This design comes from an exercise in tuning for small area on the open sky130 flow, not from production work.
In this exercise RTL edits were held to simulation tests only and were not proved equivalent to the original.
No activity file was given, so power comes from the tool's default toggle rates.

==> flow/design.v <==
`default_nettype none
module fp_add (
    input  var logic        clk,
    input  var logic        rst,
    input  var logic        valid_i,
    input  var logic [31:0] num_a_i,
    input  var logic [31:0] num_b_i,
    output var logic [31:0] num_o,
    output var logic        valid_o
);
function automatic logic [24:0] add24(input logic [23:0] a, input logic [23:0] b, input logic ci);
    logic [23:0] g, p, gg, pp;
    logic [24:0] c;
    g  = a & b;
    p  = a ^ b;
    gg = g;
    pp = p;
    gg[0] = g[0] | (p[0] & ci);
    for (int d = 1; d < 24; d = d * 2)
        for (int i = 2 * d - 1; i < 24; i = i + 2 * d) begin
            gg[i] = gg[i] | (pp[i] & gg[i-d]);
            pp[i] = pp[i] & pp[i-d];
        end
    for (int d = 8; d >= 1; d = d / 2)
        for (int i = 3 * d - 1; i < 24; i = i + 2 * d) begin
            gg[i] = gg[i] | (pp[i] & gg[i-d]);
            pp[i] = pp[i] & pp[i-d];
        end
    c[0] = ci;
    for (int i = 0; i < 24; i++)
        c[i+1] = gg[i];
    add24 = { c[24], p ^ c[23:0] };
endfunction
logic        sa, sb;
logic [7:0]  ea, eb, xa, xb;
logic        za, zb;
logic        a_big;        
logic [8:0]  dab;
logic [7:0]  dba, d;
logic        sat;
logic [23:0] ma, mb, my, my_sh;
always_comb begin
    sa = num_a_i[31];
    sb = num_b_i[31];
    ea = num_a_i[30:23];
    eb = num_b_i[30:23];
    za = ea == '0;
    zb = eb == '0;
    xa = { ea[7:1], ea[0] | za };
    xb = { eb[7:1], eb[0] | zb };
    ma = { ~za, num_a_i[22:0] };
    mb = { ~zb, num_b_i[22:0] };
    a_big = { xa, sb } > { xb, 1'b0 };
    dab = { 1'b0, xa } - { 1'b0, xb };
    dba = xb - xa;
    d   = dab[8] ? dba : dab[7:0];
    sat = (d[7:5] != '0) || (d[4:3] == 2'b11);
    my    = a_big ? mb : ma;
    my_sh = sat ? '0 : my >> d[4:0];
end
logic        valid_p1;
logic        sx_p1;
logic        sub_p1;
logic [7:0]  h_p1;
logic [23:0] mx_p1;
logic [23:0] my_p1;
always_ff @(posedge clk) begin
    sx_p1  <= a_big ? sa : sb;
    sub_p1 <= sa ^ sb;
    h_p1   <= a_big ? xa : xb;
    mx_p1  <= a_big ? ma : mb;
    my_p1  <= my_sh;
end
always_ff @(posedge clk)
    if (rst)
        valid_p1 <= '0;
    else
        valid_p1 <= valid_i;
logic [24:0] sum;
logic        neg;          
logic [23:0] below;        
logic [23:0] r;
always_comb begin
    sum = add24(mx_p1, my_p1 ^ {24{sub_p1}}, sub_p1);
    neg = sub_p1 & ~sum[24];
    below[0] = 1'b0;
    for (int i = 1; i < 24; i++)
        below[i] = below[i-1] | sum[i-1];
    r = sum[23:0] ^ (below & {24{neg}});
end
logic [23:0] r_p2;
logic        c_p2;
logic        s_p2;
logic [7:0]  h_p2;
always_ff @(posedge clk) begin
    r_p2 <= r;
    c_p2 <= sum[24] & ~sub_p1;
    s_p2 <= sx_p1 ^ neg;
    h_p2 <= h_p1;
end
always_ff @(posedge clk)
    if (rst)
        valid_o <= '0;
    else
        valid_o <= valid_p1;
logic [4:0]  lz;
logic [23:0] r_n;
logic [7:0]  e_o;
logic [22:0] m_o;
always_comb begin
    lz = '0;
    for (int i = 0; i < 24; i++)
        if (r_p2[i])
            lz = 5'(23 - i);
    r_n = r_p2 << lz;
    if (c_p2) begin
        if (h_p2 != 8'd254) begin
            e_o = h_p2 + 8'd1;
            m_o = r_p2[23:1];
        end else begin
            e_o = h_p2;
            m_o = '1;
        end
    end else begin
        e_o = (r_p2 == '0) ? 8'd0 : h_p2 - 8'(lz);
        m_o = r_n[22:0];
    end
    num_o = { s_p2, e_o, m_o };
end
endmodule
`resetall
clock: 4.7 ns
lec_check: 0
abc_area: 1
cap_margin: 20
core_margin: 2
core_utilization: 40
slew_margin: 20
run.sh (not shown) runs the stock make flow with config.mk's settings and CLKGATE_MAP_FILE= SYNTH_SCRIPT=/design/flow/synth_recipe.tcl, a recipe that flattens the netlist after the stock synthesis.
==> next run, changes <==
==> flow/flow/run.sh (new file) <==
#!/bin/bash
# Standard ORFS layout, with plain buf_1 cells as the port buffers.
set -euo pipefail
export BUFFER_PORTS_ARGS="-buffer_cell sky130_fd_sc_hd__buf_1"
bash standard.sh > standard.log 2>&1
==> flow/standard.sh (new file) <==
#!/bin/bash
# synth_recipe.tcl (not shown) runs the flow's synth.tcl, then flattens the netlist and writes it again
# the make line also repeats each setting of config.mk as NAME=value (left out here)
make -C /OpenROAD-flow-scripts/flow DESIGN_CONFIG=/design/flow/config.mk WORK_HOME=/design/flow/orfs CLKGATE_MAP_FILE= SYNTH_SCRIPT=/design/flow/synth_recipe.tcl "${@:-finish}"
removed: flow/run.sh
Effect:
- The changed run passed the timing, design-rule and antenna checks
- critical path depth rises by 5
- utilization falls by 5.4 points
- area after synthesis stays the same
- clock skew falls by 0.0049 ns
- global-route usage falls by 1.1 points
- flip-flop and latch count is unchanged
- sequential power stays flat

==> re-timing with driven ports <==
The results above use ideal ports. As a check the final layouts listed here were re-extracted and re-timed, cells and wires unchanged. Step 1, drivers: a clkbuf_16 drives clk and a buf_2 each remaining input, both assumed. Step 2 adds t to the input delays and takes it off the output delays; t is the mean of the earliest and latest rising clock arrival at the registers after step 1. Input paths then give back, and output paths get back, about the clock's delay inside the block. Three values: ideal, step 1, step 2; two values: the first two.
| run | t, ns | setup slack, ns | latest minus earliest clock arrival (ns) | worst slew at a driven data input, ns | pins driven straight from the clock port |
|---|---|---|---|---|---|
| the first run | 0.372 | 0.260 / 0.253 / -0.090 | 0.011 / 0.011 | 0.04 | 1 |
| the second run | 0.379 | 0.320 / 0.279 / -0.001 | 0.007 / 0.008 | 0.04 | 1 |
With both steps, setup timing fails in the first run and the second run, where it was met with ideal ports. For the first run, which loses most, drivers alone change the setup slack by -0.007 ns; drivers and shift together by -0.350 ns.
